From an optimization exercise on the open Yosys and OpenROAD flow, aimed at small area; shortcuts taken in it are not production practice.
In this exercise RTL edits were held to simulation tests only and were not proved equivalent to the original.

==> flow/config.mk <==
export PLATFORM = sky130hd
export DESIGN_NAME = acdma_top
export DESIGN_NICKNAME = acdma_top
export VERILOG_FILES = /design/flow/design.v
export SDC_FILE = /design/flow/constraint.sdc
export NUM_CORES = 4
export LEC_CHECK = 0
export CAP_MARGIN = 20
export CORE_MARGIN = 2
export CORE_UTILIZATION = 40
export PLACE_DENSITY = 0.6
export SLEW_MARGIN = 20
export SYNTH_HIERARCHICAL = 1
export SYNTH_MINIMUM_KEEP_SIZE = 0
==> flow/design.v <==
package AggrCDMAPkg;
    parameter int CDMA_CODE_WIDTH = 16;                      
    parameter int NUM_PORTS       = CDMA_CODE_WIDTH;         
    parameter int DATA_WIDTH      = 8;                       
    parameter int LOG_CODE_WIDTH  = $clog2(CDMA_CODE_WIDTH-1); 
    parameter int COUNTER_WIDTH   = $clog2(CDMA_CODE_WIDTH-1);   
    parameter logic [CDMA_CODE_WIDTH*CDMA_CODE_WIDTH-1:0] CDMA_CODES    
                   = { 16'd0,
                       16'd21845,
                       16'd13107,
                       16'd26214,
                       16'd3855,
                       16'd23130,
                       16'd15420,
                       16'd26985,
                       16'd255,
                       16'd21930,
                       16'd13260,
                       16'd26265,
                       16'd4080,
                       16'd23205,
                       16'd15555,
                       16'd27030};
    typedef   logic [DATA_WIDTH-1:0] dataWord;  
endpackage
module fa3 (
  input  logic a,
  input  logic b,
  input  logic c,
  output logic s,
  output logic co
);
  assign s  = a ^ b ^ c;
  assign co = (a & b) | (a & c) | (b & c);
endmodule
module ha2 (
  input  logic a,
  input  logic b,
  output logic s,
  output logic co
);
  assign s  = a ^ b;
  assign co = a & b;
endmodule
module acdma_top (
  input  logic         clk,
  input  logic         rst,
  input  logic [127:0] data_in,
  output logic [127:0] decoded_out
);
  logic [15:1] chip;
  wire  [15:0] chipx = {chip, 1'b0};
  wire  [3:0]  ph = ~{chip[8], chip[4], chip[2], chip[1]};
  wire  [3:0]  nn = ~(ph + 4'h1);
  always_ff @(posedge clk) begin
    if (rst) {chip[12], chip[8], chip[4], chip[3], chip[2], chip[1]} <= 6'd0;
    else begin
      chip[1] <= nn[0];
      chip[2] <= nn[1];
      chip[3] <= nn[0] ^ nn[1];
      chip[4] <= nn[2];
      chip[8] <= nn[3];
      chip[12] <= nn[2] ^ nn[3];
    end
  end
  assign chip[5] = chip[1] ^ chip[4];
  assign chip[6] = chip[2] ^ chip[4];
  assign chip[7] = chip[3] ^ chip[4];
  assign chip[9] = chip[1] ^ chip[8];
  assign chip[10] = chip[2] ^ chip[8];
  assign chip[11] = chip[3] ^ chip[8];
  assign chip[13] = chip[1] ^ chip[12];
  assign chip[14] = chip[2] ^ chip[12];
  assign chip[15] = chip[3] ^ chip[12];
  logic [127:0] w;
  assign w[7:0] = {~(data_in[7] ^ chipx[0]), data_in[6:0] ^ {7{chipx[0]}}};
  assign w[15:8] = {~(data_in[15] ^ chipx[1]), data_in[14:8] ^ {7{chipx[1]}}};
  assign w[23:16] = {~(data_in[23] ^ chipx[2]), data_in[22:16] ^ {7{chipx[2]}}};
  assign w[31:24] = {~(data_in[31] ^ chipx[3]), data_in[30:24] ^ {7{chipx[3]}}};
  assign w[39:32] = {~(data_in[39] ^ chipx[4]), data_in[38:32] ^ {7{chipx[4]}}};
  assign w[47:40] = {~(data_in[47] ^ chipx[5]), data_in[46:40] ^ {7{chipx[5]}}};
  assign w[55:48] = {~(data_in[55] ^ chipx[6]), data_in[54:48] ^ {7{chipx[6]}}};
  assign w[63:56] = {~(data_in[63] ^ chipx[7]), data_in[62:56] ^ {7{chipx[7]}}};
  assign w[71:64] = {~(data_in[71] ^ chipx[8]), data_in[70:64] ^ {7{chipx[8]}}};
  assign w[79:72] = {~(data_in[79] ^ chipx[9]), data_in[78:72] ^ {7{chipx[9]}}};
  assign w[87:80] = {~(data_in[87] ^ chipx[10]), data_in[86:80] ^ {7{chipx[10]}}};
  assign w[95:88] = {~(data_in[95] ^ chipx[11]), data_in[94:88] ^ {7{chipx[11]}}};
  assign w[103:96] = {~(data_in[103] ^ chipx[12]), data_in[102:96] ^ {7{chipx[12]}}};
  assign w[111:104] = {~(data_in[111] ^ chipx[13]), data_in[110:104] ^ {7{chipx[13]}}};
  assign w[119:112] = {~(data_in[119] ^ chipx[14]), data_in[118:112] ^ {7{chipx[14]}}};
  assign w[127:120] = {~(data_in[127] ^ chipx[15]), data_in[126:120] ^ {7{chipx[15]}}};
  wire ts0, tc0;
  fa3 uts0 (.a(w[120]), .b(w[112]), .c(w[104]), .s(ts0), .co(tc0));
  wire ts1, tc1;
  ha2 uts1 (.a(w[96]), .b(w[88]), .s(ts1), .co(tc1));
  wire ts2, tc2;
  fa3 uts2 (.a(w[121]), .b(w[113]), .c(w[105]), .s(ts2), .co(tc2));
  wire ts3, tc3;
  fa3 uts3 (.a(w[97]), .b(w[89]), .c(w[81]), .s(ts3), .co(tc3));
  wire ts4, tc4;
  ha2 uts4 (.a(w[73]), .b(w[65]), .s(ts4), .co(tc4));
  wire ts5, tc5;
  fa3 uts5 (.a(w[122]), .b(w[114]), .c(w[106]), .s(ts5), .co(tc5));
  wire ts6, tc6;
  fa3 uts6 (.a(w[98]), .b(w[90]), .c(w[82]), .s(ts6), .co(tc6));
  wire ts7, tc7;
  fa3 uts7 (.a(w[74]), .b(w[66]), .c(w[58]), .s(ts7), .co(tc7));
  wire ts8, tc8;
  fa3 uts8 (.a(w[123]), .b(w[115]), .c(w[107]), .s(ts8), .co(tc8));
  wire ts9, tc9;
  fa3 uts9 (.a(w[99]), .b(w[91]), .c(w[83]), .s(ts9), .co(tc9));
  wire ts10, tc10;
  fa3 uts10 (.a(w[75]), .b(w[67]), .c(w[59]), .s(ts10), .co(tc10));
  wire ts11, tc11;
  fa3 uts11 (.a(w[124]), .b(w[116]), .c(w[108]), .s(ts11), .co(tc11));
  wire ts12, tc12;
  fa3 uts12 (.a(w[100]), .b(w[92]), .c(w[84]), .s(ts12), .co(tc12));
  wire ts13, tc13;
  fa3 uts13 (.a(w[76]), .b(w[68]), .c(w[60]), .s(ts13), .co(tc13));
  wire ts14, tc14;
  fa3 uts14 (.a(w[125]), .b(w[117]), .c(w[109]), .s(ts14), .co(tc14));
  wire ts15, tc15;
  fa3 uts15 (.a(w[101]), .b(w[93]), .c(w[85]), .s(ts15), .co(tc15));
  wire ts16, tc16;
  fa3 uts16 (.a(w[77]), .b(w[69]), .c(w[61]), .s(ts16), .co(tc16));
  wire ts17, tc17;
  fa3 uts17 (.a(w[126]), .b(w[118]), .c(w[110]), .s(ts17), .co(tc17));
  wire ts18, tc18;
  fa3 uts18 (.a(w[102]), .b(w[94]), .c(w[86]), .s(ts18), .co(tc18));
  wire ts19, tc19;
  fa3 uts19 (.a(w[78]), .b(w[70]), .c(w[62]), .s(ts19), .co(tc19));
  wire ts20, tc20;
  fa3 uts20 (.a(w[127]), .b(w[119]), .c(w[111]), .s(ts20), .co(tc20));
  wire ts21, tc21;
  fa3 uts21 (.a(w[103]), .b(w[95]), .c(w[87]), .s(ts21), .co(tc21));
  wire ts22, tc22;
  fa3 uts22 (.a(w[79]), .b(w[71]), .c(w[63]), .s(ts22), .co(tc22));
  wire ts23, tc23;
  fa3 uts23 (.a(w[80]), .b(w[72]), .c(w[64]), .s(ts23), .co(tc23));
  wire ts24, tc24;
  fa3 uts24 (.a(w[56]), .b(w[48]), .c(w[40]), .s(ts24), .co(tc24));
  wire ts25, tc25;
  fa3 uts25 (.a(tc1), .b(tc0), .c(w[57]), .s(ts25), .co(tc25));
  wire ts26, tc26;
  fa3 uts26 (.a(w[49]), .b(w[41]), .c(w[33]), .s(ts26), .co(tc26));
  wire ts27, tc27;
  fa3 uts27 (.a(w[25]), .b(w[17]), .c(w[9]), .s(ts27), .co(tc27));
  wire ts28, tc28;
  fa3 uts28 (.a(tc4), .b(tc3), .c(tc2), .s(ts28), .co(tc28));
  wire ts29, tc29;
  fa3 uts29 (.a(w[50]), .b(w[42]), .c(w[34]), .s(ts29), .co(tc29));
  wire ts30, tc30;
  fa3 uts30 (.a(w[26]), .b(w[18]), .c(w[10]), .s(ts30), .co(tc30));
  wire ts31, tc31;
  ha2 uts31 (.a(w[2]), .b(ts7), .s(ts31), .co(tc31));
  wire ts32, tc32;
  fa3 uts32 (.a(tc7), .b(tc6), .c(tc5), .s(ts32), .co(tc32));
  wire ts33, tc33;
  fa3 uts33 (.a(w[51]), .b(w[43]), .c(w[35]), .s(ts33), .co(tc33));
  wire ts34, tc34;
  fa3 uts34 (.a(w[27]), .b(w[19]), .c(w[11]), .s(ts34), .co(tc34));
  wire ts35, tc35;
  fa3 uts35 (.a(w[3]), .b(ts10), .c(ts9), .s(ts35), .co(tc35));
  wire ts36, tc36;
  fa3 uts36 (.a(tc10), .b(tc9), .c(tc8), .s(ts36), .co(tc36));
  wire ts37, tc37;
  fa3 uts37 (.a(w[52]), .b(w[44]), .c(w[36]), .s(ts37), .co(tc37));
  wire ts38, tc38;
  fa3 uts38 (.a(w[28]), .b(w[20]), .c(w[12]), .s(ts38), .co(tc38));
  wire ts39, tc39;
  fa3 uts39 (.a(w[4]), .b(ts13), .c(ts12), .s(ts39), .co(tc39));
  wire ts40, tc40;
  fa3 uts40 (.a(tc13), .b(tc12), .c(tc11), .s(ts40), .co(tc40));
  wire ts41, tc41;
  fa3 uts41 (.a(w[53]), .b(w[45]), .c(w[37]), .s(ts41), .co(tc41));
  wire ts42, tc42;
  fa3 uts42 (.a(w[29]), .b(w[21]), .c(w[13]), .s(ts42), .co(tc42));
  wire ts43, tc43;
  fa3 uts43 (.a(w[5]), .b(ts16), .c(ts15), .s(ts43), .co(tc43));
  wire ts44, tc44;
  fa3 uts44 (.a(tc16), .b(tc15), .c(tc14), .s(ts44), .co(tc44));
  wire ts45, tc45;
  fa3 uts45 (.a(w[54]), .b(w[46]), .c(w[38]), .s(ts45), .co(tc45));
  wire ts46, tc46;
  fa3 uts46 (.a(w[30]), .b(w[22]), .c(w[14]), .s(ts46), .co(tc46));
  wire ts47, tc47;
  fa3 uts47 (.a(w[6]), .b(ts19), .c(ts18), .s(ts47), .co(tc47));
  wire ts48, tc48;
  fa3 uts48 (.a(tc19), .b(tc18), .c(tc17), .s(ts48), .co(tc48));
  wire ts49, tc49;
  fa3 uts49 (.a(w[55]), .b(w[47]), .c(w[39]), .s(ts49), .co(tc49));
  wire ts50, tc50;
  fa3 uts50 (.a(w[31]), .b(w[23]), .c(w[15]), .s(ts50), .co(tc50));
  wire ts51, tc51;
  fa3 uts51 (.a(w[7]), .b(ts22), .c(ts21), .s(ts51), .co(tc51));
  wire ts52, tc52;
  fa3 uts52 (.a(w[32]), .b(w[24]), .c(w[16]), .s(ts52), .co(tc52));
  wire ts53, tc53;
  ha2 uts53 (.a(w[8]), .b(w[0]), .s(ts53), .co(tc53));
  wire ts54, tc54;
  fa3 uts54 (.a(tc24), .b(tc23), .c(w[1]), .s(ts54), .co(tc54));
  wire ts55, tc55;
  fa3 uts55 (.a(ts4), .b(ts3), .c(ts2), .s(ts55), .co(tc55));
  wire ts56, tc56;
  ha2 uts56 (.a(ts27), .b(ts26), .s(ts56), .co(tc56));
  wire ts57, tc57;
  fa3 uts57 (.a(tc27), .b(tc26), .c(tc25), .s(ts57), .co(tc57));
  wire ts58, tc58;
  fa3 uts58 (.a(ts6), .b(ts5), .c(ts31), .s(ts58), .co(tc58));
  wire ts59, tc59;
  fa3 uts59 (.a(ts30), .b(ts29), .c(ts28), .s(ts59), .co(tc59));
  wire ts60, tc60;
  fa3 uts60 (.a(tc31), .b(tc30), .c(tc29), .s(ts60), .co(tc60));
  wire ts61, tc61;
  fa3 uts61 (.a(tc28), .b(ts8), .c(ts35), .s(ts61), .co(tc61));
  wire ts62, tc62;
  fa3 uts62 (.a(ts34), .b(ts33), .c(ts32), .s(ts62), .co(tc62));
  wire ts63, tc63;
  fa3 uts63 (.a(tc35), .b(tc34), .c(tc33), .s(ts63), .co(tc63));
  wire ts64, tc64;
  fa3 uts64 (.a(tc32), .b(ts11), .c(ts39), .s(ts64), .co(tc64));
  wire ts65, tc65;
  fa3 uts65 (.a(ts38), .b(ts37), .c(ts36), .s(ts65), .co(tc65));
  wire ts66, tc66;
  fa3 uts66 (.a(tc39), .b(tc38), .c(tc37), .s(ts66), .co(tc66));
  wire ts67, tc67;
  fa3 uts67 (.a(tc36), .b(ts14), .c(ts43), .s(ts67), .co(tc67));
  wire ts68, tc68;
  fa3 uts68 (.a(ts42), .b(ts41), .c(ts40), .s(ts68), .co(tc68));
  wire ts69, tc69;
  fa3 uts69 (.a(tc43), .b(tc42), .c(tc41), .s(ts69), .co(tc69));
  wire ts70, tc70;
  fa3 uts70 (.a(tc40), .b(ts17), .c(ts47), .s(ts70), .co(tc70));
  wire ts71, tc71;
  fa3 uts71 (.a(ts46), .b(ts45), .c(ts44), .s(ts71), .co(tc71));
  wire ts72, tc72;
  fa3 uts72 (.a(tc47), .b(tc46), .c(tc45), .s(ts72), .co(tc72));
  wire ts73, tc73;
  fa3 uts73 (.a(tc44), .b(ts20), .c(ts51), .s(ts73), .co(tc73));
  wire ts74, tc74;
  fa3 uts74 (.a(ts50), .b(ts49), .c(ts48), .s(ts74), .co(tc74));
  wire ts75, tc75;
  fa3 uts75 (.a(tc51), .b(tc50), .c(tc49), .s(ts75), .co(tc75));
  wire ts76, tc76;
  fa3 uts76 (.a(tc48), .b(tc22), .c(tc21), .s(ts76), .co(tc76));
  wire ts77, tc77;
  fa3 uts77 (.a(ts1), .b(ts0), .c(ts24), .s(ts77), .co(tc77));
  wire ts78, tc78;
  fa3 uts78 (.a(tc53), .b(tc52), .c(ts25), .s(ts78), .co(tc78));
  wire ts79, tc79;
  ha2 uts79 (.a(ts56), .b(ts55), .s(ts79), .co(tc79));
  wire ts80, tc80;
  fa3 uts80 (.a(tc56), .b(tc55), .c(tc54), .s(ts80), .co(tc80));
  wire ts81, tc81;
  fa3 uts81 (.a(ts59), .b(ts58), .c(ts57), .s(ts81), .co(tc81));
  wire ts82, tc82;
  fa3 uts82 (.a(tc59), .b(tc58), .c(tc57), .s(ts82), .co(tc82));
  wire ts83, tc83;
  fa3 uts83 (.a(ts62), .b(ts61), .c(ts60), .s(ts83), .co(tc83));
  wire ts84, tc84;
  fa3 uts84 (.a(tc62), .b(tc61), .c(tc60), .s(ts84), .co(tc84));
  wire ts85, tc85;
  fa3 uts85 (.a(ts65), .b(ts64), .c(ts63), .s(ts85), .co(tc85));
  wire ts86, tc86;
  fa3 uts86 (.a(tc65), .b(tc64), .c(tc63), .s(ts86), .co(tc86));
  wire ts87, tc87;
  fa3 uts87 (.a(ts68), .b(ts67), .c(ts66), .s(ts87), .co(tc87));
  wire ts88, tc88;
  fa3 uts88 (.a(tc68), .b(tc67), .c(tc66), .s(ts88), .co(tc88));
  wire ts89, tc89;
  fa3 uts89 (.a(ts71), .b(ts70), .c(ts69), .s(ts89), .co(tc89));
  wire ts90, tc90;
  fa3 uts90 (.a(tc71), .b(tc70), .c(tc69), .s(ts90), .co(tc90));
  wire ts91, tc91;
  fa3 uts91 (.a(ts74), .b(ts73), .c(ts72), .s(ts91), .co(tc91));
  wire ts92, tc92;
  fa3 uts92 (.a(tc74), .b(tc73), .c(tc72), .s(ts92), .co(tc92));
  wire ts93, tc93;
  fa3 uts93 (.a(tc20), .b(ts76), .c(ts75), .s(ts93), .co(tc93));
  wire ts94, tc94;
  ha2 uts94 (.a(ts23), .b(ts53), .s(ts94), .co(tc94));
  wire ts95, tc95;
  fa3 uts95 (.a(tc77), .b(ts54), .c(ts79), .s(ts95), .co(tc95));
  wire ts96, tc96;
  fa3 uts96 (.a(tc79), .b(tc78), .c(ts81), .s(ts96), .co(tc96));
  wire ts97, tc97;
  fa3 uts97 (.a(tc81), .b(tc80), .c(ts83), .s(ts97), .co(tc97));
  wire ts98, tc98;
  fa3 uts98 (.a(tc83), .b(tc82), .c(ts85), .s(ts98), .co(tc98));
  wire ts99, tc99;
  fa3 uts99 (.a(tc85), .b(tc84), .c(ts87), .s(ts99), .co(tc99));
  wire ts100, tc100;
  fa3 uts100 (.a(tc87), .b(tc86), .c(ts89), .s(ts100), .co(tc100));
  wire ts101, tc101;
  fa3 uts101 (.a(tc89), .b(tc88), .c(ts91), .s(ts101), .co(tc101));
  wire ts102, tc102;
  fa3 uts102 (.a(tc91), .b(tc90), .c(ts93), .s(ts102), .co(tc102));
  wire ts103, tc103;
  fa3 uts103 (.a(tc93), .b(tc92), .c(tc76), .s(ts103), .co(tc103));
  wire [11:0] t0 = {1'b0, tc103, ts103, ts102, ts101, ts100, ts99, ts98, ts97, ts96, ts95, ts94};
  wire [11:0] t1 = {1'b0, 1'b0, tc75, ts92, ts90, ts88, ts86, ts84, ts82, ts80, ts78, ts77};
  wire [11:0] t2 = {1'b0, 1'b0, tc102, tc101, tc100, tc99, tc98, tc97, tc96, tc95, tc94, ts52};
  logic [11:0] a0, a1, a2;
  logic [11:0] r1, r2;
  logic [11:4] r3;
  logic [4:0] xl;
  logic [6:0] xd;
  logic cx;
  wire sel = ~ph[0];
  wire [4:0] xa = sel ? {r2[3:0], 1'b0} : r2[4:0];
  wire [4:0] xb = sel ? ~xl : r1[4:0];
  wire [5:0] xc;
  wire [4:0] xs;
  ha2 uxl0 (.a(xa[0]), .b(xb[0]), .s(xs[0]), .co(xc[1]));
  fa3 uxl1 (.a(xa[1]), .b(xb[1]), .c(xc[1]), .s(xs[1]), .co(xc[2]));
  fa3 uxl2 (.a(xa[2]), .b(xb[2]), .c(xc[2]), .s(xs[2]), .co(xc[3]));
  fa3 uxl3 (.a(xa[3]), .b(xb[3]), .c(xc[3]), .s(xs[3]), .co(xc[4]));
  fa3 uxl4 (.a(xa[4]), .b(xb[4]), .c(xc[4]), .s(xs[4]), .co(xc[5]));
  wire [6:0] ya = sel ? r3[11:5] : r3[10:4];
  wire [6:0] yb = sel ? r2[11:5] : ~xd;
  wire [7:0] yc;
  wire [6:0] ys;
  assign yc[0] = cx;
  fa3 uxh0 (.a(ya[0]), .b(yb[0]), .c(yc[0]), .s(ys[0]), .co(yc[1]));
  fa3 uxh1 (.a(ya[1]), .b(yb[1]), .c(yc[1]), .s(ys[1]), .co(yc[2]));
  fa3 uxh2 (.a(ya[2]), .b(yb[2]), .c(yc[2]), .s(ys[2]), .co(yc[3]));
  fa3 uxh3 (.a(ya[3]), .b(yb[3]), .c(yc[3]), .s(ys[3]), .co(yc[4]));
  fa3 uxh4 (.a(ya[4]), .b(yb[4]), .c(yc[4]), .s(ys[4]), .co(yc[5]));
  fa3 uxh5 (.a(ya[5]), .b(yb[5]), .c(yc[5]), .s(ys[5]), .co(yc[6]));
  assign ys[6] = ya[6] ^ yb[6] ^ yc[6];
  always_ff @(posedge clk) begin
    a0 <= t0;
    a1 <= t1;
    a2 <= t2;
    r1 <= a0 + a1 + a2;
    r2 <= r1;
    r3 <= r2[11:4];
    xl <= xs;
    cx <= xc[5];
    xd <= ys;
  end
  wire [4:0] xlo = xl;
  logic [7:0] sl, sh;
  logic clr_lo, clr_hi;
  assign clr_lo = (ph == 4'd4) | (ph == 4'd5);
  always_comb begin
    case (ph)
      4'd0: sl = 8'haa;
      4'd1: sl = 8'h55;
      4'd2: sl = 8'h00;
      4'd3: sl = 8'h00;
      4'd4: sl = 8'h5a;
      4'd5: sl = 8'hb4;
      4'd6: sl = 8'he1;
      4'd7: sl = 8'hc3;
      4'd8: sl = 8'ha5;
      4'd9: sl = 8'h4b;
      4'd10: sl = 8'h1e;
      4'd11: sl = 8'h3c;
      4'd12: sl = 8'h99;
      4'd13: sl = 8'h33;
      4'd14: sl = 8'h66;
      4'd15: sl = 8'hcc;
      default: sl = 8'h00;
    endcase
  end
  always_ff @(posedge clk) begin
    sh <= sl;
    clr_hi <= clr_lo;
  end
  logic [4:0] klo [0:7];
  logic [6:0] khi [0:7];
  assign klo[0] = ph[0] ? 5'h1c : 5'h1c;
  assign khi[0] = ph[0] ? 7'h7f : 7'h7f;
  assign klo[1] = ph[0] ? 5'h1c : 5'h1c;
  assign khi[1] = ph[0] ? 7'h7f : 7'h7f;
  assign klo[2] = ph[0] ? 5'h1c : 5'h18;
  assign khi[2] = ph[0] ? 7'h3 : 7'h7f;
  assign klo[3] = ph[0] ? 5'h0 : 5'h1c;
  assign khi[3] = ph[0] ? 7'h7f : 7'h0;
  assign klo[4] = ph[0] ? 5'h1c : 5'h1c;
  assign khi[4] = ph[0] ? 7'h7f : 7'h7f;
  assign klo[5] = ph[0] ? 5'h1c : 5'h1c;
  assign khi[5] = ph[0] ? 7'h7f : 7'h7f;
  assign klo[6] = ph[0] ? 5'h1c : 5'h1c;
  assign khi[6] = ph[0] ? 7'h7f : 7'h7f;
  assign klo[7] = ph[0] ? 5'h1c : 5'h1c;
  assign khi[7] = ph[0] ? 7'h7f : 7'h7f;
  logic [11:0] ring [0:15];
  logic [7:0]  cy;
  wire [4:0] la0 = clr_lo ? klo[0] : ring[0][4:0];
  wire [4:0] lb0 = xlo ^ {5{sl[0]}};
  wire [5:0] lc0;
  wire [4:0] ls0;
  assign lc0[0] = 1'b0;
  ha2 ul0_0 (.a(la0[0]), .b(lb0[0]), .s(ls0[0]), .co(lc0[1]));
  fa3 ul0_1 (.a(la0[1]), .b(lb0[1]), .c(lc0[1]), .s(ls0[1]), .co(lc0[2]));
  fa3 ul0_2 (.a(la0[2]), .b(lb0[2]), .c(lc0[2]), .s(ls0[2]), .co(lc0[3]));
  fa3 ul0_3 (.a(la0[3]), .b(lb0[3]), .c(lc0[3]), .s(ls0[3]), .co(lc0[4]));
  fa3 ul0_4 (.a(la0[4]), .b(lb0[4]), .c(lc0[4]), .s(ls0[4]), .co(lc0[5]));
  wire [6:0] ha0 = clr_hi ? khi[0] : ring[1][11:5];
  wire [6:0] hb0 = xd ^ {7{sh[0]}};
  wire [6:0] hc0;
  wire [6:0] hs0;
  assign hc0[0] = cy[0];
  fa3 uh0_0 (.a(ha0[0]), .b(hb0[0]), .c(hc0[0]), .s(hs0[0]), .co(hc0[1]));
  fa3 uh0_1 (.a(ha0[1]), .b(hb0[1]), .c(hc0[1]), .s(hs0[1]), .co(hc0[2]));
  fa3 uh0_2 (.a(ha0[2]), .b(hb0[2]), .c(hc0[2]), .s(hs0[2]), .co(hc0[3]));
  fa3 uh0_3 (.a(ha0[3]), .b(hb0[3]), .c(hc0[3]), .s(hs0[3]), .co(hc0[4]));
  fa3 uh0_4 (.a(ha0[4]), .b(hb0[4]), .c(hc0[4]), .s(hs0[4]), .co(hc0[5]));
  fa3 uh0_5 (.a(ha0[5]), .b(hb0[5]), .c(hc0[5]), .s(hs0[5]), .co(hc0[6]));
  assign hs0[6] = ha0[6] ^ hb0[6] ^ hc0[6];
  wire [4:0] la1 = clr_lo ? klo[1] : ring[2][4:0];
  wire [4:0] lb1 = xlo ^ {5{sl[1]}};
  wire [5:0] lc1;
  wire [4:0] ls1;
  assign lc1[0] = 1'b0;
  ha2 ul1_0 (.a(la1[0]), .b(lb1[0]), .s(ls1[0]), .co(lc1[1]));
  fa3 ul1_1 (.a(la1[1]), .b(lb1[1]), .c(lc1[1]), .s(ls1[1]), .co(lc1[2]));
  fa3 ul1_2 (.a(la1[2]), .b(lb1[2]), .c(lc1[2]), .s(ls1[2]), .co(lc1[3]));
  fa3 ul1_3 (.a(la1[3]), .b(lb1[3]), .c(lc1[3]), .s(ls1[3]), .co(lc1[4]));
  fa3 ul1_4 (.a(la1[4]), .b(lb1[4]), .c(lc1[4]), .s(ls1[4]), .co(lc1[5]));
  wire [6:0] ha1 = clr_hi ? khi[1] : ring[3][11:5];
  wire [6:0] hb1 = xd ^ {7{sh[1]}};
  wire [6:0] hc1;
  wire [6:0] hs1;
  assign hc1[0] = cy[1];
  fa3 uh1_0 (.a(ha1[0]), .b(hb1[0]), .c(hc1[0]), .s(hs1[0]), .co(hc1[1]));
  fa3 uh1_1 (.a(ha1[1]), .b(hb1[1]), .c(hc1[1]), .s(hs1[1]), .co(hc1[2]));
  fa3 uh1_2 (.a(ha1[2]), .b(hb1[2]), .c(hc1[2]), .s(hs1[2]), .co(hc1[3]));
  fa3 uh1_3 (.a(ha1[3]), .b(hb1[3]), .c(hc1[3]), .s(hs1[3]), .co(hc1[4]));
  fa3 uh1_4 (.a(ha1[4]), .b(hb1[4]), .c(hc1[4]), .s(hs1[4]), .co(hc1[5]));
  fa3 uh1_5 (.a(ha1[5]), .b(hb1[5]), .c(hc1[5]), .s(hs1[5]), .co(hc1[6]));
  assign hs1[6] = ha1[6] ^ hb1[6] ^ hc1[6];
  wire [4:0] la2 = clr_lo ? klo[2] : ring[4][4:0];
  wire [4:0] lb2 = xlo ^ {5{sl[2]}};
  wire [5:0] lc2;
  wire [4:0] ls2;
  assign lc2[0] = 1'b0;
  ha2 ul2_0 (.a(la2[0]), .b(lb2[0]), .s(ls2[0]), .co(lc2[1]));
  fa3 ul2_1 (.a(la2[1]), .b(lb2[1]), .c(lc2[1]), .s(ls2[1]), .co(lc2[2]));
  fa3 ul2_2 (.a(la2[2]), .b(lb2[2]), .c(lc2[2]), .s(ls2[2]), .co(lc2[3]));
  fa3 ul2_3 (.a(la2[3]), .b(lb2[3]), .c(lc2[3]), .s(ls2[3]), .co(lc2[4]));
  fa3 ul2_4 (.a(la2[4]), .b(lb2[4]), .c(lc2[4]), .s(ls2[4]), .co(lc2[5]));
  wire [6:0] ha2 = clr_hi ? khi[2] : ring[5][11:5];
  wire [6:0] hb2 = xd ^ {7{sh[2]}};
  wire [6:0] hc2;
  wire [6:0] hs2;
  assign hc2[0] = cy[2];
  fa3 uh2_0 (.a(ha2[0]), .b(hb2[0]), .c(hc2[0]), .s(hs2[0]), .co(hc2[1]));
  fa3 uh2_1 (.a(ha2[1]), .b(hb2[1]), .c(hc2[1]), .s(hs2[1]), .co(hc2[2]));
  fa3 uh2_2 (.a(ha2[2]), .b(hb2[2]), .c(hc2[2]), .s(hs2[2]), .co(hc2[3]));
  fa3 uh2_3 (.a(ha2[3]), .b(hb2[3]), .c(hc2[3]), .s(hs2[3]), .co(hc2[4]));
  fa3 uh2_4 (.a(ha2[4]), .b(hb2[4]), .c(hc2[4]), .s(hs2[4]), .co(hc2[5]));
  fa3 uh2_5 (.a(ha2[5]), .b(hb2[5]), .c(hc2[5]), .s(hs2[5]), .co(hc2[6]));
  assign hs2[6] = ha2[6] ^ hb2[6] ^ hc2[6];
  wire [4:0] la3 = clr_lo ? klo[3] : ring[6][4:0];
  wire [4:0] lb3 = xlo ^ {5{sl[3]}};
  wire [5:0] lc3;
  wire [4:0] ls3;
  assign lc3[0] = 1'b0;
  ha2 ul3_0 (.a(la3[0]), .b(lb3[0]), .s(ls3[0]), .co(lc3[1]));
  fa3 ul3_1 (.a(la3[1]), .b(lb3[1]), .c(lc3[1]), .s(ls3[1]), .co(lc3[2]));
  fa3 ul3_2 (.a(la3[2]), .b(lb3[2]), .c(lc3[2]), .s(ls3[2]), .co(lc3[3]));
  fa3 ul3_3 (.a(la3[3]), .b(lb3[3]), .c(lc3[3]), .s(ls3[3]), .co(lc3[4]));
  fa3 ul3_4 (.a(la3[4]), .b(lb3[4]), .c(lc3[4]), .s(ls3[4]), .co(lc3[5]));
  wire [6:0] ha3 = clr_hi ? khi[3] : ring[7][11:5];
  wire [6:0] hb3 = xd ^ {7{sh[3]}};
  wire [6:0] hc3;
  wire [6:0] hs3;
  assign hc3[0] = cy[3];
  fa3 uh3_0 (.a(ha3[0]), .b(hb3[0]), .c(hc3[0]), .s(hs3[0]), .co(hc3[1]));
  fa3 uh3_1 (.a(ha3[1]), .b(hb3[1]), .c(hc3[1]), .s(hs3[1]), .co(hc3[2]));
  fa3 uh3_2 (.a(ha3[2]), .b(hb3[2]), .c(hc3[2]), .s(hs3[2]), .co(hc3[3]));
  fa3 uh3_3 (.a(ha3[3]), .b(hb3[3]), .c(hc3[3]), .s(hs3[3]), .co(hc3[4]));
  fa3 uh3_4 (.a(ha3[4]), .b(hb3[4]), .c(hc3[4]), .s(hs3[4]), .co(hc3[5]));
  fa3 uh3_5 (.a(ha3[5]), .b(hb3[5]), .c(hc3[5]), .s(hs3[5]), .co(hc3[6]));
  assign hs3[6] = ha3[6] ^ hb3[6] ^ hc3[6];
  wire [4:0] la4 = clr_lo ? klo[4] : ring[8][4:0];
  wire [4:0] lb4 = xlo ^ {5{sl[4]}};
  wire [5:0] lc4;
  wire [4:0] ls4;
  assign lc4[0] = 1'b0;
  ha2 ul4_0 (.a(la4[0]), .b(lb4[0]), .s(ls4[0]), .co(lc4[1]));
  fa3 ul4_1 (.a(la4[1]), .b(lb4[1]), .c(lc4[1]), .s(ls4[1]), .co(lc4[2]));
  fa3 ul4_2 (.a(la4[2]), .b(lb4[2]), .c(lc4[2]), .s(ls4[2]), .co(lc4[3]));
  fa3 ul4_3 (.a(la4[3]), .b(lb4[3]), .c(lc4[3]), .s(ls4[3]), .co(lc4[4]));
  fa3 ul4_4 (.a(la4[4]), .b(lb4[4]), .c(lc4[4]), .s(ls4[4]), .co(lc4[5]));
  wire [6:0] ha4 = clr_hi ? khi[4] : ring[9][11:5];
  wire [6:0] hb4 = xd ^ {7{sh[4]}};
  wire [6:0] hc4;
  wire [6:0] hs4;
  assign hc4[0] = cy[4];
  fa3 uh4_0 (.a(ha4[0]), .b(hb4[0]), .c(hc4[0]), .s(hs4[0]), .co(hc4[1]));
  fa3 uh4_1 (.a(ha4[1]), .b(hb4[1]), .c(hc4[1]), .s(hs4[1]), .co(hc4[2]));
  fa3 uh4_2 (.a(ha4[2]), .b(hb4[2]), .c(hc4[2]), .s(hs4[2]), .co(hc4[3]));
  fa3 uh4_3 (.a(ha4[3]), .b(hb4[3]), .c(hc4[3]), .s(hs4[3]), .co(hc4[4]));
  fa3 uh4_4 (.a(ha4[4]), .b(hb4[4]), .c(hc4[4]), .s(hs4[4]), .co(hc4[5]));
  fa3 uh4_5 (.a(ha4[5]), .b(hb4[5]), .c(hc4[5]), .s(hs4[5]), .co(hc4[6]));
  assign hs4[6] = ha4[6] ^ hb4[6] ^ hc4[6];
  wire [4:0] la5 = clr_lo ? klo[5] : ring[10][4:0];
  wire [4:0] lb5 = xlo ^ {5{sl[5]}};
  wire [5:0] lc5;
  wire [4:0] ls5;
  assign lc5[0] = 1'b0;
  ha2 ul5_0 (.a(la5[0]), .b(lb5[0]), .s(ls5[0]), .co(lc5[1]));
  fa3 ul5_1 (.a(la5[1]), .b(lb5[1]), .c(lc5[1]), .s(ls5[1]), .co(lc5[2]));
  fa3 ul5_2 (.a(la5[2]), .b(lb5[2]), .c(lc5[2]), .s(ls5[2]), .co(lc5[3]));
  fa3 ul5_3 (.a(la5[3]), .b(lb5[3]), .c(lc5[3]), .s(ls5[3]), .co(lc5[4]));
  fa3 ul5_4 (.a(la5[4]), .b(lb5[4]), .c(lc5[4]), .s(ls5[4]), .co(lc5[5]));
  wire [6:0] ha5 = clr_hi ? khi[5] : ring[11][11:5];
  wire [6:0] hb5 = xd ^ {7{sh[5]}};
  wire [6:0] hc5;
  wire [6:0] hs5;
  assign hc5[0] = cy[5];
  fa3 uh5_0 (.a(ha5[0]), .b(hb5[0]), .c(hc5[0]), .s(hs5[0]), .co(hc5[1]));
  fa3 uh5_1 (.a(ha5[1]), .b(hb5[1]), .c(hc5[1]), .s(hs5[1]), .co(hc5[2]));
  fa3 uh5_2 (.a(ha5[2]), .b(hb5[2]), .c(hc5[2]), .s(hs5[2]), .co(hc5[3]));
  fa3 uh5_3 (.a(ha5[3]), .b(hb5[3]), .c(hc5[3]), .s(hs5[3]), .co(hc5[4]));
  fa3 uh5_4 (.a(ha5[4]), .b(hb5[4]), .c(hc5[4]), .s(hs5[4]), .co(hc5[5]));
  fa3 uh5_5 (.a(ha5[5]), .b(hb5[5]), .c(hc5[5]), .s(hs5[5]), .co(hc5[6]));
  assign hs5[6] = ha5[6] ^ hb5[6] ^ hc5[6];
  wire [4:0] la6 = clr_lo ? klo[6] : ring[12][4:0];
  wire [4:0] lb6 = xlo ^ {5{sl[6]}};
  wire [5:0] lc6;
  wire [4:0] ls6;
  assign lc6[0] = 1'b0;
  ha2 ul6_0 (.a(la6[0]), .b(lb6[0]), .s(ls6[0]), .co(lc6[1]));
  fa3 ul6_1 (.a(la6[1]), .b(lb6[1]), .c(lc6[1]), .s(ls6[1]), .co(lc6[2]));
  fa3 ul6_2 (.a(la6[2]), .b(lb6[2]), .c(lc6[2]), .s(ls6[2]), .co(lc6[3]));
  fa3 ul6_3 (.a(la6[3]), .b(lb6[3]), .c(lc6[3]), .s(ls6[3]), .co(lc6[4]));
  fa3 ul6_4 (.a(la6[4]), .b(lb6[4]), .c(lc6[4]), .s(ls6[4]), .co(lc6[5]));
  wire [6:0] ha6 = clr_hi ? khi[6] : ring[13][11:5];
  wire [6:0] hb6 = xd ^ {7{sh[6]}};
  wire [6:0] hc6;
  wire [6:0] hs6;
  assign hc6[0] = cy[6];
  fa3 uh6_0 (.a(ha6[0]), .b(hb6[0]), .c(hc6[0]), .s(hs6[0]), .co(hc6[1]));
  fa3 uh6_1 (.a(ha6[1]), .b(hb6[1]), .c(hc6[1]), .s(hs6[1]), .co(hc6[2]));
  fa3 uh6_2 (.a(ha6[2]), .b(hb6[2]), .c(hc6[2]), .s(hs6[2]), .co(hc6[3]));
  fa3 uh6_3 (.a(ha6[3]), .b(hb6[3]), .c(hc6[3]), .s(hs6[3]), .co(hc6[4]));
  fa3 uh6_4 (.a(ha6[4]), .b(hb6[4]), .c(hc6[4]), .s(hs6[4]), .co(hc6[5]));
  fa3 uh6_5 (.a(ha6[5]), .b(hb6[5]), .c(hc6[5]), .s(hs6[5]), .co(hc6[6]));
  assign hs6[6] = ha6[6] ^ hb6[6] ^ hc6[6];
  wire [4:0] la7 = clr_lo ? klo[7] : ring[14][4:0];
  wire [4:0] lb7 = xlo ^ {5{sl[7]}};
  wire [5:0] lc7;
  wire [4:0] ls7;
  assign lc7[0] = 1'b0;
  ha2 ul7_0 (.a(la7[0]), .b(lb7[0]), .s(ls7[0]), .co(lc7[1]));
  fa3 ul7_1 (.a(la7[1]), .b(lb7[1]), .c(lc7[1]), .s(ls7[1]), .co(lc7[2]));
  fa3 ul7_2 (.a(la7[2]), .b(lb7[2]), .c(lc7[2]), .s(ls7[2]), .co(lc7[3]));
  fa3 ul7_3 (.a(la7[3]), .b(lb7[3]), .c(lc7[3]), .s(ls7[3]), .co(lc7[4]));
  fa3 ul7_4 (.a(la7[4]), .b(lb7[4]), .c(lc7[4]), .s(ls7[4]), .co(lc7[5]));
  wire [6:0] ha7 = clr_hi ? khi[7] : ring[15][11:5];
  wire [6:0] hb7 = xd ^ {7{sh[7]}};
  wire [6:0] hc7;
  wire [6:0] hs7;
  assign hc7[0] = cy[7];
  fa3 uh7_0 (.a(ha7[0]), .b(hb7[0]), .c(hc7[0]), .s(hs7[0]), .co(hc7[1]));
  fa3 uh7_1 (.a(ha7[1]), .b(hb7[1]), .c(hc7[1]), .s(hs7[1]), .co(hc7[2]));
  fa3 uh7_2 (.a(ha7[2]), .b(hb7[2]), .c(hc7[2]), .s(hs7[2]), .co(hc7[3]));
  fa3 uh7_3 (.a(ha7[3]), .b(hb7[3]), .c(hc7[3]), .s(hs7[3]), .co(hc7[4]));
  fa3 uh7_4 (.a(ha7[4]), .b(hb7[4]), .c(hc7[4]), .s(hs7[4]), .co(hc7[5]));
  fa3 uh7_5 (.a(ha7[5]), .b(hb7[5]), .c(hc7[5]), .s(hs7[5]), .co(hc7[6]));
  assign hs7[6] = ha7[6] ^ hb7[6] ^ hc7[6];
  always_ff @(posedge clk) begin
    ring[1] <= {ring[0][11:5], ls0};
    cy[0] <= lc0[5];
    ring[2] <= {hs0, ring[1][4:0]};
    ring[3] <= {ring[2][11:5], ls1};
    cy[1] <= lc1[5];
    ring[4] <= {hs1, ring[3][4:0]};
    ring[5] <= {ring[4][11:5], ls2};
    cy[2] <= lc2[5];
    ring[6] <= {hs2, ring[5][4:0]};
    ring[7] <= {ring[6][11:5], ls3};
    cy[3] <= lc3[5];
    ring[8] <= {hs3, ring[7][4:0]};
    ring[9] <= {ring[8][11:5], ls4};
    cy[4] <= lc4[5];
    ring[10] <= {hs4, ring[9][4:0]};
    ring[11] <= {ring[10][11:5], ls5};
    cy[5] <= lc5[5];
    ring[12] <= {hs5, ring[11][4:0]};
    ring[13] <= {ring[12][11:5], ls6};
    cy[6] <= lc6[5];
    ring[14] <= {hs6, ring[13][4:0]};
    ring[15] <= {ring[14][11:5], ls7};
    cy[7] <= lc7[5];
    ring[0] <= {hs7, ring[15][4:0]};
  end
  logic [0:0] cap [0:7];
  always_ff @(posedge clk) begin
    cap[0] <= ring[4][4:4];
    cap[1] <= ring[6][4:4];
    cap[2] <= ring[8][4:4];
    cap[3] <= ring[10][4:4];
    cap[4] <= ring[12][4:4];
    cap[5] <= ring[14][4:4];
    cap[6] <= ring[0][4:4];
    cap[7] <= ring[2][4:4];
  end
  assign decoded_out[7:0] = {ring[5][11:5], cap[0]};
  assign decoded_out[15:8] = ring[6][11:4];
  assign decoded_out[23:16] = {ring[7][11:5], cap[1]};
  assign decoded_out[31:24] = ring[8][11:4];
  assign decoded_out[39:32] = {ring[9][11:5], cap[2]};
  assign decoded_out[47:40] = ring[10][11:4];
  assign decoded_out[55:48] = {ring[11][11:5], cap[3]};
  assign decoded_out[63:56] = ring[12][11:4];
  assign decoded_out[71:64] = {ring[13][11:5], cap[4]};
  assign decoded_out[79:72] = ring[14][11:4];
  assign decoded_out[87:80] = {ring[15][11:5], cap[5]};
  assign decoded_out[95:88] = ring[0][11:4];
  assign decoded_out[103:96] = {ring[1][11:5], cap[6]};
  assign decoded_out[111:104] = ring[2][11:4];
  assign decoded_out[119:112] = {ring[3][11:5], cap[7]};
  assign decoded_out[127:120] = ring[4][11:4];
endmodule
==> flow/constraint.sdc <==
create_clock -name core_clock -period 4.0 [get_ports {clk}]
set_input_delay 0.8000 -clock core_clock [delete_from_list [all_inputs] [get_ports {clk}]]
set_output_delay 0.8000 -clock core_clock [all_outputs]
set_load 0.01 [all_outputs]
==> flow/flow/run.sh <==
#!/bin/bash
# The standard layout, with the smallest buffer on every input and output port
# instead of the flow's default choice, and clock tree synthesis without dummy
# loads and with smaller clock buffers.  make's output goes to flow_make.log.
set -euo pipefail
export BUFFER_PORTS_ARGS="-buffer_cell sky130_fd_sc_hd__buf_1"
export CTS_ARGS="-sink_clustering_enable -repair_clock_nets -dont_use_dummy_load -buf_list {sky130_fd_sc_hd__clkbuf_8 sky130_fd_sc_hd__clkbuf_16} -sink_clustering_size 30 -sink_clustering_max_diameter 100"
bash standard.sh > flow_make.log 2>&1
==> flow/standard.sh <==
#!/bin/bash
# synth_recipe.tcl (not shown) runs the flow's synth.tcl, then flattens the netlist and writes it again
# the make line also repeats each setting of config.mk as NAME=value (left out here)
make -C /OpenROAD-flow-scripts/flow DESIGN_CONFIG=/design/flow/config.mk WORK_HOME=/design/flow/orfs CLKGATE_MAP_FILE= SYNTH_SCRIPT=/design/flow/synth_recipe.tcl "${@:-finish}"
==> flow_results.xml, run 1 <==
<?xml version="1.0" encoding="UTF-8"?>
<metrics>
  <group name="worst_setup_path">
    <metric name="endpoint" unit="">ring[4][11]</metric>
    <metric name="critical_path_required" unit="ps">4410</metric>
    <metric name="crit_cells" unit="">10</metric>
    <metric name="crit_fanout" unit="">21</metric>
    <metric name="start_to_end_type_of_the_worst_setup_path" unit="">flop to flop</metric>
    <metric name="timing.critical_path.arrival" unit="ps">4220</metric>
    <metric name="reg2reg_depth" unit="">10</metric>
    <metric name="critPathBufInv" unit="">0</metric>
    <metric name="setup.reg_to_reg.worst_slack" unit="ps">190</metric>
    <metric name="timing.critical_path.slowest_stage_cell" unit="">fa_1</metric>
    <metric name="timing.rr.start" unit="">clr_hi</metric>
    <metric name="critical_path.startpoint" unit="">clr_hi</metric>
    <metric name="cpMostUsedCell" unit="">fa_1</metric>
    <metric name="reg2reg_to" unit="">ring[4][11]</metric>
    <metric name="crit_path_cell_trace" unit="">or2_2, fa_1, fa_1, fa_1, fa_1, fa_1, fa_1, xnor2_1, xnor2_1, xnor2_1</metric>
    <metric name="critPathLaunchType" unit="">flop</metric>
    <metric name="critPathCaptureType" unit="">flop</metric>
    <metric name="critical-path-max-stage-delay" unit="ps">440</metric>
    <metric name="cp_top_family" unit="">adder cells</metric>
  </group>
  <group name="floorplan">
    <metric name="die_h" unit="um">199</metric>
    <metric name="cell_row_count" unit="">71</metric>
    <metric name="die_width" unit="um">199</metric>
    <metric name="floorplan.io_pins" unit="">258</metric>
    <metric name="initial_utilization" unit="">0.405</metric>
    <metric name="area_of_the_die" unit="um^2">39500</metric>
    <metric name="core-area" unit="um^2">37500</metric>
  </group>
  <group name="route">
    <metric name="drt_first_iter_violations" unit="">252</metric>
    <metric name="avgViaCountPerCell" unit="">4.33</metric>
    <metric name="postRouteAntennaNets" unit="">0</metric>
    <metric name="number_of_iterations_in_the_first_detailed_routing_pass" unit="">4</metric>
    <metric name="route.detailed.drc" unit="">0</metric>
    <metric name="route.vias.total" unit="">7935</metric>
    <metric name="drt-wirelength-per-cell" unit="um">16.2</metric>
    <metric name="finalWirelength" unit="um">29700</metric>
  </group>
  <group name="global_routing">
    <metric name="grt_max_degree" unit="">31</metric>
    <metric name="vias_in_the_first_global_route" unit="">8663</metric>
    <metric name="grt_antenna_before_repair" unit="">0</metric>
    <metric name="grt_remaining_overflow" unit="">0</metric>
    <metric name="grt_pass1_wl" unit="um">47200</metric>
    <metric name="grt_usage" unit="">0.156</metric>
  </group>
  <group name="clock_network">
    <metric name="cts_buf_count" unit="">13</metric>
    <metric name="clk_transition_reported_paths" unit="ps">110</metric>
    <metric name="cts_buffer_depth" unit="">3</metric>
    <metric name="source_to_sink_clock_delay_at_the_later_pin_of_the_worst_skew_pair" unit="ps">480</metric>
    <metric name="holdBufCountCts" unit="">0</metric>
    <metric name="cts_root_buf" unit="">clkbuf_16</metric>
    <metric name="cts_tree" unit="">done</metric>
    <metric name="tritoncts_num_sinks" unit="">299</metric>
    <metric name="htreeDepth" unit="">1</metric>
  </group>
  <group name="finish">
    <metric name="antenna-diode-count" unit="">0</metric>
    <metric name="fin_nets" unit="">1683</metric>
    <metric name="layout-drive-gt1-share" unit="">0.0907</metric>
    <metric name="flow.area_growth_from_synthesis" unit="%">7.13</metric>
    <metric name="layout.cells.most_common_list" unit="">dfxtp_1, buf_1, fa_1, xnor2_1, xor2_1</metric>
    <metric name="most_common_cell_after_layout_fill_and_taps_aside" unit="">dfxtp_1</metric>
    <metric name="final_core_utilization" unit="">0.434</metric>
  </group>
  <group name="timing">
    <metric name="final.setup.tns" unit="ps">0</metric>
    <metric name="timing_worst_slew_pin_value" unit="ps">828</metric>
    <metric name="clock.fmax" unit="MHz">262</metric>
    <metric name="timing.final.crit_share" unit="">0.954</metric>
    <metric name="maxSlewHeadroom" unit="">0.445</metric>
    <metric name="unrepaired_setup_endpoints_after_global_routing" unit="">false</metric>
    <metric name="finalClockSkew" unit="ps">10.7</metric>
    <metric name="final.min_clock_period" unit="ps">3810</metric>
    <metric name="maxSlewViolCount" unit="">0</metric>
    <metric name="final_hold_viol_count" unit="">0</metric>
    <metric name="setup_violations" unit="">0</metric>
  </group>
  <group name="logic_synthesis">
    <metric name="synth_area_per_cell" unit="um^2">12.7</metric>
    <metric name="syn-num-nets" unit="">1549</metric>
    <metric name="number_of_synthesized_register_bits" unit="">299</metric>
    <metric name="asyncSetResetFlopFracSynth" unit="">0</metric>
    <metric name="number_of_flops_mapped_to_enable_cells_by_yosys" unit="">0</metric>
    <metric name="post_synth_num_cell_types" unit="">42</metric>
    <metric name="synth_cells" unit="">1191</metric>
    <metric name="syn_area" unit="um^2">15200</metric>
    <metric name="synth_sequential_area_ratio" unit="">0.394</metric>
    <metric name="yosysWarningCount" unit="">20</metric>
    <metric name="ys_dominant_reg_cell" unit="">dfxtp_1</metric>
  </group>
  <group name="placed_design">
    <metric name="final_weighted_congestion_of_routability_driven_global_placement" unit="">0.908</metric>
    <metric name="placement.io_buffers" unit="">257</metric>
    <metric name="dp_hpwl" unit="um">24800</metric>
  </group>
  <group name="flow_run">
    <metric name="drv.max_cap_violation_count" unit="">0</metric>
  </group>
  <group name="worst_hold_path">
    <metric name="holdCritPathClass" unit="">flop to flop</metric>
    <metric name="min_path_cells" unit="">0</metric>
  </group>
  <group name="status">
    <metric name="status" unit="">no timing/DRC/antenna violations</metric>
  </group>
</metrics>
==> modules after synthesis, one instance, submodules excluded <==
module     flops+latches  cell area (um^2)  copies in the design  cells inside
fa3                    0              20.0                   187             1
ha2                    0              12.5                    16             1
acdma_top            299             11200                     1           988
==> cells in the mapped netlist, types with 4 or more instances <==
library cell	number	area (um^2)
a21oi_1	4	20.0
and2_1	16	100
buf_1	6	22.5
buf_2	10	50.1
buf_4	133	998
clkbuf_1	26	97.6
dfxtp_1	299	5990
fa_1	198	3960
ha_1	30	375
inv_1	34	128
mux2_2	10	113
nand2_1	28	105
nand2b_1	21	131
nor2_1	19	71.3
nor2b_1	5	31.3
nor3_1	4	20.0
o21ai_0	27	135
o21ai_1	4	20.0
or2_2	38	238
xnor2_1	137	1200
xnor2_2	4	65.1
xnor2_4	4	110
xor2_1	108	946
==> layout make-up <==
cell class,count,area (um^2)
Clock buffer,13,325
Fill cell,3572,21200
Tap cell,511,639
Sequential cell,299,5990
Inverter,37,143
Timing Repair Buffer,295,1270
Multi-Input combinational cell,679,7880
==> timing repair <==
action,CTS,global route
gates resized for setup,0,4
endpoints found under the setup margin,0,10
setup buffers,0,6
==> per-layer routing <==
metal / vias to the layer above / GRT usage / wire length (um)
met3: 26 / 0.0175 / 1420
met5: - / 0 / 0
met2: 248 / 0.271 / 14200
met1: 3899 / 0.212 / 13700
li1: 3762 / - / -
met4: 0 / 0.0279 / 388
==> worst min-delay path by stage <==
stage	start	slack, ps	endpoint
after floorplan	r1[10]	310	r2[10]
after global routing	ring[5][4]	340	ring[6][4]
after global placement	ring[13][0]	310	ring[14][0]
after CTS	r1[5]	330	r2[5]
after detailed placement	r1[8]	310	r2[8]
final	r1[5]	330	r2[5]
==> flip-flops by register name, indices dropped and copies added, names as in the netlist, 10 cells and up <==
| signal | count |
|---|---|
| ring | 192 |
| r1 | 12 |
| r2 | 12 |
| a0 | 11 |
| a1 | 10 |
| a2 | 10 |
==> logic make-up (layout without fill, tap and decap cells) <==
| kind of cell | count (synthesis) | count (layout) | synth area share |
|---|---|---|---|
| buffers and inverters | 213 | 345 | 0.0869 |
| xor gates and xnor gates | 253 | 253 | 0.153 |
| muxes | 13 | 13 | 0.0110 |
| DFF | 299 | 299 | 0.394 |
| adders and majority gates | 228 | 228 | 0.286 |
| AOI/OAI and AO/OA | 51 | 51 | 0.0214 |
| and+or+nand+nor | 134 | 134 | 0.0474 |
==> through the flow <==
stage	cells	setup slack, ps	area (um^2)	hold slack (ps)
2_1_floorplan	1191	133	15200	310
3_3_place_gp	1815	44.8	15900	310
3_5_place_dp	1815	47.4	15900	312
4_1_cts	1828	29.0	16200	331
5_1_grt	1834	1.69	16300	340
6_report	1834	186	16300	330
==> run 2: changes to the inputs <==
--- a/flow/config.mk
+++ b/flow/config.mk
@@ -8,6 +8,6 @@
 export CAP_MARGIN = 20
 export CORE_MARGIN = 2
-export CORE_UTILIZATION = 40
-export PLACE_DENSITY = 0.6
+export CORE_UTILIZATION = 55
+export PLACE_DENSITY = 0.7
 export SLEW_MARGIN = 20
 export SYNTH_HIERARCHICAL = 1
==> run 2 against run 1 <==
Still clean on timing, DRC and antenna. Global-route usage increased by 5.0 points. Count of clock-buffer cells in the layout unchanged. Highest routed layer unchanged.
==> flow_results.xml, run 2 <==
<?xml version="1.0" encoding="UTF-8"?>
<metrics>
  <group name="status">
    <metric name="status" unit="">no timing/DRC/antenna violations</metric>
  </group>
  <group name="floorplan">
    <metric name="cell_row_count" unit="">60</metric>
    <metric name="initial_utilization" unit="">0.562</metric>
    <metric name="die_h" unit="um">170</metric>
    <metric name="core-area" unit="um^2">27000</metric>
    <metric name="die_width" unit="um">170</metric>
    <metric name="area_of_the_die" unit="um^2">28900</metric>
    <metric name="floorplan.io_pins" unit="">258</metric>
  </group>
  <group name="finish">
    <metric name="layout.cells.most_common_list" unit="">dfxtp_1, buf_1, fa_1, xnor2_1, xor2_1</metric>
    <metric name="fin_nets" unit="">1668</metric>
    <metric name="layout-drive-gt1-share" unit="">0.0803</metric>
    <metric name="antenna-diode-count" unit="">0</metric>
    <metric name="most_common_cell_after_layout_fill_and_taps_aside" unit="">dfxtp_1</metric>
    <metric name="flow.area_growth_from_synthesis" unit="%">4.96</metric>
    <metric name="largest_reg_flops" unit="">192</metric>
    <metric name="top_regs" unit="">ring x192, r1 x12, r2 x12</metric>
    <metric name="regMostFlops" unit="">ring</metric>
  </group>
  <group name="worst_setup_path">
    <metric name="reg2reg_depth" unit="">8</metric>
    <metric name="reg2reg_to" unit="">a0[3]</metric>
    <metric name="setup.reg_to_reg.worst_slack" unit="ps">130</metric>
    <metric name="timing.rr.start" unit="">chip[8]</metric>
    <metric name="cpMostUsedCell" unit="">fa_1</metric>
    <metric name="cp_top_family" unit="">adder cells</metric>
    <metric name="critPathBufInv" unit="">1</metric>
    <metric name="critPathCaptureType" unit="">flop</metric>
    <metric name="start_to_end_type_of_the_worst_setup_path" unit="">flop to flop</metric>
    <metric name="critical-path-max-stage-delay" unit="ps">610</metric>
    <metric name="timing.critical_path.slowest_stage_cell" unit="">xnor2_2</metric>
    <metric name="crit_fanout" unit="">9</metric>
    <metric name="critical_path.startpoint" unit="">chip[8]</metric>
    <metric name="critPathLaunchType" unit="">flop</metric>
    <metric name="critical_path_required" unit="ps">4370</metric>
    <metric name="timing.critical_path.arrival" unit="ps">4240</metric>
    <metric name="crit_path_cell_trace" unit="">buf_12, xnor2_2, xnor2_1, fa_1, fa_1, fa_1, fa_1, fa_1</metric>
  </group>
  <group name="logic_synthesis">
    <metric name="synth_cells" unit="">1191</metric>
    <metric name="synth_sequential_area_ratio" unit="">0.394</metric>
    <metric name="ys_dominant_reg_cell" unit="">dfxtp_1</metric>
    <metric name="syn_area" unit="um^2">15200</metric>
    <metric name="number_of_synthesized_register_bits" unit="">299</metric>
    <metric name="asyncSetResetFlopFracSynth" unit="">0</metric>
    <metric name="post_synth_num_cell_types" unit="">42</metric>
    <metric name="yosys.area.top_type_share" unit="">0.394</metric>
    <metric name="yosysWarningCount" unit="">20</metric>
    <metric name="post-synth-top-count-cell" unit="">dfxtp_1</metric>
    <metric name="synth.cells.most_frequent" unit="">dfxtp_1, fa_1, xnor2_1, buf_4, xor2_1</metric>
    <metric name="synth_area_per_cell" unit="um^2">12.7</metric>
    <metric name="synth_area_leader_cell" unit="">dfxtp_1</metric>
    <metric name="ys_top_cells_by_area" unit="">dfxtp_1, fa_1, xnor2_1, buf_4, xor2_1</metric>
    <metric name="number_of_flops_mapped_to_enable_cells_by_yosys" unit="">0</metric>
    <metric name="syn-num-nets" unit="">1549</metric>
  </group>
  <group name="route">
    <metric name="number_of_iterations_in_the_first_detailed_routing_pass" unit="">4</metric>
    <metric name="avgViaCountPerCell" unit="">4.74</metric>
    <metric name="postRouteAntennaNets" unit="">0</metric>
    <metric name="route.vias.total" unit="">7813</metric>
    <metric name="finalWirelength" unit="um">28700</metric>
    <metric name="drt_first_iter_violations" unit="">288</metric>
    <metric name="drt-wirelength-per-cell" unit="um">17.4</metric>
    <metric name="route.detailed.drc" unit="">0</metric>
  </group>
  <group name="global_routing">
    <metric name="grt_pass1_wl" unit="um">45300</metric>
    <metric name="grt_remaining_overflow" unit="">0</metric>
    <metric name="grt_usage" unit="">0.206</metric>
    <metric name="vias_in_the_first_global_route" unit="">8534</metric>
    <metric name="grt_antenna_before_repair" unit="">0</metric>
    <metric name="grt_max_degree" unit="">31</metric>
  </group>
  <group name="placed_design">
    <metric name="preCtsSetupSlack" unit="ps">111</metric>
    <metric name="final_weighted_congestion_of_routability_driven_global_placement" unit="">0.875</metric>
    <metric name="dp_hpwl" unit="um">24000</metric>
    <metric name="placement.io_buffers" unit="">257</metric>
  </group>
  <group name="timing">
    <metric name="timing_worst_slew_pin_value" unit="ps">783</metric>
    <metric name="clock.fmax" unit="MHz">258</metric>
    <metric name="setup_violations" unit="">0</metric>
    <metric name="final_hold_viol_count" unit="">0</metric>
    <metric name="finalClockSkew" unit="ps">13.6</metric>
    <metric name="fin_ws" unit="ps">131</metric>
    <metric name="final.min_clock_period" unit="ps">3870</metric>
    <metric name="maxSlewViolCount" unit="">0</metric>
    <metric name="timing.final.crit_share" unit="">0.967</metric>
    <metric name="unrepaired_setup_endpoints_after_global_routing" unit="">true</metric>
    <metric name="maxSlewHeadroom" unit="">0.475</metric>
  </group>
  <group name="clock_network">
    <metric name="cts_tree" unit="">done</metric>
    <metric name="source_to_sink_clock_delay_at_the_later_pin_of_the_worst_skew_pair" unit="ps">480</metric>
    <metric name="cts_buf_count" unit="">13</metric>
    <metric name="holdBufCountCts" unit="">0</metric>
    <metric name="htreeDepth" unit="">1</metric>
    <metric name="cts_setup_buffers" unit="">0</metric>
    <metric name="clk_transition_reported_paths" unit="ps">110</metric>
    <metric name="cts_root_buf" unit="">clkbuf_16</metric>
    <metric name="tritoncts_num_sinks" unit="">299</metric>
    <metric name="cts_buffer_depth" unit="">3</metric>
  </group>
  <group name="worst_hold_path">
    <metric name="min_path_cells" unit="">0</metric>
    <metric name="holdCritPathClass" unit="">flop to flop</metric>
    <metric name="whs_endpoint" unit="">r2[7]</metric>
    <metric name="min-delay-start" unit="">r1[7]</metric>
  </group>
  <group name="flow_run">
    <metric name="drv.max_cap_violation_count" unit="">0</metric>
  </group>
</metrics>
## run 2: cell counts after synthesis
Identical to the previous run, type by type.
## run 2: timing repair
item	4_1_cts	5_1_grt
setup endpoints to repair	0	13
hold endpoints to repair	0	0
gates resized for setup	0	2
## run 2: layout make-up
type,count,area [um^2]
inverter,37,139
multi-input combinational,679,7870
tap,341,427
fill,2217,11100
timing repair buffer,280,1170
clock buffer,13,325
sequential,299,5990
## run 2: worst max-delay path by stage
| stage | endpoint | slack (ps) | depth (start not counted) |
|---|---|---|---|
| detailed placement | ring[6][11] | 110 | 10 |
| finish | a0[3] | 130 | 8 |
| global route | ring[8][11] | -2 | 12 |
| floorplan | ring[15][4] | 130 | 12 |
| global placement | a0[6] | 150 | 8 |
| CTS | a0[3] | 100 | 8 |
## run 2: metrics by stage
step                      setup TNS, ps  hold WS, ps  utilization  instances  cell area [um^2]
after floorplan                       0          310            -       1191             15200
after detailed placement              0          312        0.577       1636             15600
after global routing              -2.48          343        0.589       1649             15900
after global placement                0          310        0.577       1636             15600
after CTS                             0          337        0.589       1649             15900
final                                 0          336        0.589       1649             15900
## run 2: kinds of logic (layout without fill, tap and decap cells)
family	after synthesis	after routing	synth area share
buf+inv	213	330	0.0869
compound gates	51	51	0.0214
flops	299	299	0.394
xor+xnor	253	253	0.153
fa+ha+maj	228	228	0.286
simple gates	134	134	0.0474
mux	13	13	0.0110
## run 2: layer usage
metal	global-route usage	routed length, um	share of wire
met5	0	0	0
met4	0.0398	410	0.014
met3	0.0272	1480	0.051
met2	0.371	14500	0.50
met1	0.267	12300	0.43
## run 2: modules after synthesis (local to each module, per instance)
| module | cells | flops+latches | times used |
|---|---|---|---|
| ha2 | 1 | 0 | 16 |
| acdma_top | 988 | 299 | 1 |
| fa3 | 1 | 0 | 187 |
==> run 3: changes to the inputs <==
--- a/flow/config.mk
+++ b/flow/config.mk
@@ -8,6 +8,6 @@
 export CAP_MARGIN = 20
 export CORE_MARGIN = 2
-export CORE_UTILIZATION = 55
-export PLACE_DENSITY = 0.7
+export CORE_UTILIZATION = 30
+export PLACE_DENSITY = 0.5
 export SLEW_MARGIN = 20
 export SYNTH_HIERARCHICAL = 1
==> run 3 against run 2 <==
Non-clock buffer count up 7. Clock skew up 38 ps. Maximum frequency up 0.74%. Synthesized cell count unchanged. Critical path depth up 4. Sequential share of layout area down 1.2 points. Core utilization down 26 points. Critical path type unchanged. Highest routed layer unchanged.
==> flow_results.xml, run 3 <==
<?xml version="1.0" encoding="UTF-8"?>
<metrics>
  <group name="route">
    <metric name="drt-wirelength-per-cell" unit="um">16.5</metric>
    <metric name="postRouteAntennaNets" unit="">0</metric>
  </group>
  <group name="timing">
    <metric name="timing_worst_slew_pin_value" unit="ps">796</metric>
    <metric name="timing.final.crit_share" unit="">0.960</metric>
    <metric name="setup_violations" unit="">0</metric>
    <metric name="maxSlewHeadroom" unit="">0.467</metric>
    <metric name="maxSlewViolCount" unit="">0</metric>
  </group>
  <group name="logic_synthesis">
    <metric name="yosysWarningCount" unit="">20</metric>
    <metric name="synth_area_per_cell" unit="um^2">12.7</metric>
    <metric name="syn-num-nets" unit="">1549</metric>
    <metric name="post-synth-top-count-cell" unit="">dfxtp_1</metric>
    <metric name="ys_top_cells_by_area" unit="">dfxtp_1, fa_1, xnor2_1, buf_4, xor2_1</metric>
    <metric name="synth_sequential_area_ratio" unit="">0.394</metric>
    <metric name="post_synth_num_cell_types" unit="">42</metric>
    <metric name="number_of_flops_mapped_to_enable_cells_by_yosys" unit="">0</metric>
    <metric name="number_of_synthesized_register_bits" unit="">299</metric>
  </group>
  <group name="worst_hold_path">
    <metric name="holdCritPathClass" unit="">flop to flop</metric>
  </group>
  <group name="finish">
    <metric name="final_core_utilization" unit="">0.329</metric>
    <metric name="fin_area" unit="um^2">16500</metric>
    <metric name="antenna-diode-count" unit="">0</metric>
    <metric name="stdcell_count" unit="">1989</metric>
    <metric name="regMostFlops" unit="">ring</metric>
    <metric name="fin_nets" unit="">1677</metric>
  </group>
  <group name="worst_setup_path">
    <metric name="timing.critical_path.arrival" unit="ps">4220</metric>
    <metric name="critical_path_required" unit="ps">4380</metric>
    <metric name="critPathBufInv" unit="">1</metric>
    <metric name="setup.reg_to_reg.worst_slack" unit="ps">160</metric>
    <metric name="critPathCaptureType" unit="">flop</metric>
    <metric name="crit_path_cell_trace" unit="">clkinvlp_4, nand2_1, o21ai_0, fa_1, fa_1, fa_1, fa_1, fa_1, fa_1, xor2_1, xnor2_1, xnor2_1</metric>
    <metric name="timing.critical_path.slowest_stage_cell" unit="">fa_1</metric>
    <metric name="crit_fanout" unit="">6</metric>
  </group>
  <group name="placed_design">
    <metric name="dp_hpwl" unit="um">27000</metric>
    <metric name="placement.io_buffers" unit="">257</metric>
  </group>
  <group name="global_routing">
    <metric name="grt_most_used_layer" unit="">met2</metric>
    <metric name="grt_usage" unit="">0.126</metric>
    <metric name="grt_remaining_overflow" unit="">0</metric>
    <metric name="grt_pass1_wl" unit="um">51200</metric>
    <metric name="grtUsageMet3" unit="">0.0166</metric>
  </group>
  <group name="clock_network">
    <metric name="cts_buf_count" unit="">15</metric>
    <metric name="tritoncts_num_sinks" unit="">299</metric>
    <metric name="clk_transition_reported_paths" unit="ps">110</metric>
    <metric name="cts_tree" unit="">done</metric>
    <metric name="source_to_sink_clock_delay_at_the_later_pin_of_the_worst_skew_pair" unit="ps">490</metric>
  </group>
  <group name="floorplan">
    <metric name="initial_utilization" unit="">0.303</metric>
    <metric name="die_h" unit="um">229</metric>
  </group>
  <group name="flow_run">
    <metric name="drv.max_cap_violation_count" unit="">0</metric>
  </group>
  <group name="status">
    <metric name="status" unit="">no timing/DRC/antenna violations</metric>
  </group>
</metrics>
run 3: kinds of logic (layout without fill, tap and decap cells):
group	after synthesis	in the layout	share of synthesized area
AO/OA/AOI/OAI	51	51	0.0214
buffers and inverters	213	339	0.0869
multiplexers	13	13	0.0110
adder cells (fa/ha/maj)	228	228	0.286
flip-flops	299	299	0.394
AND/OR/NAND/NOR	134	134	0.0474
XOR/XNOR	253	253	0.153
run 3: metal layers:
metal,wire length [um],share of wire,vias up
li1,-,-,3751
met1,15700,0.48,3774
met2,15400,0.47,226
met3,1350,0.041,23
met4,439,0.013,0
met5,0,0,-
run 3: final cells by class:
type | instances | area (um^2)
Fill cell | 5081 | 33600
Multi-Input combinational cell | 679 | 7900
Sequential cell | 299 | 6000
Timing Repair Buffer | 287 | 1230
Tap cell | 672 | 841
Clock buffer | 15 | 375
Inverter | 37 | 143
run 3: what timing repair did:
| item | 4_1_cts | 5_1_grt |
|---|---|---|
| setup buffers | 0 | 2 |
| resized for setup | 0 | 8 |
| endpoints found under the setup margin | 0 | 7 |
run 3: final timing paths:
kind	startpoint	to	cells past startpoint
max	chip[1]	ring[8][11]	12
min	ring[5][2]	ring[6][2]	0
max reg2reg	chip[1]	ring[8][11]	12
min reg2reg	ring[5][2]	ring[6][2]	0
run 3: stage by stage:
stage,setup slack (ps),hold WS [ps]
2_1_floorplan,133,310
3_3_place_gp,73.8,310
3_5_place_dp,59.9,312
4_1_cts,2.54,293
5_1_grt,10.7,298
6_report,159,292
run 3: per-module statistics from Yosys (local to each module, per instance):
module	cells inside	copies in the design
acdma_top	988	1
ha2	1	16
fa3	1	187

static timing again, ports no longer ideal:
In the flow no input, the clock included, has a driving cell. The finished layouts below were timed again as built, in two steps. Step 1: set_driving_cell puts a clkbuf_16 on clk and a buf_2 on each other input, an assumption about the parent block. Step 2, shift: input delay + t, output delay - t, t = (earliest + latest rising clock arrival at the registers) / 2. This alone moves slack from input paths to output paths. a / b / c = no drivers / after step 1 / after step 2; a / b = the first two.
| run | t (ns) | setup WS [ns] | worst setup path after step 2 | clock arrival spread, ns | worst data-port slew with drivers (ns) |
|---|---|---|---|---|---|
| run 1 | 0.525 | 0.186 / 0.186 / 0.186 | register to register | 0.012 / 0.012 | 0.05 |
| run 2 | 0.525 | 0.131 / 0.131 / 0.131 | register to register | 0.014 / 0.014 | 0.04 |
| run 3 | 0.525 | 0.159 / 0.159 / 0.159 | register to register | 0.060 / 0.060 | 0.06 |
After both steps setup and hold are still met in every run listed.
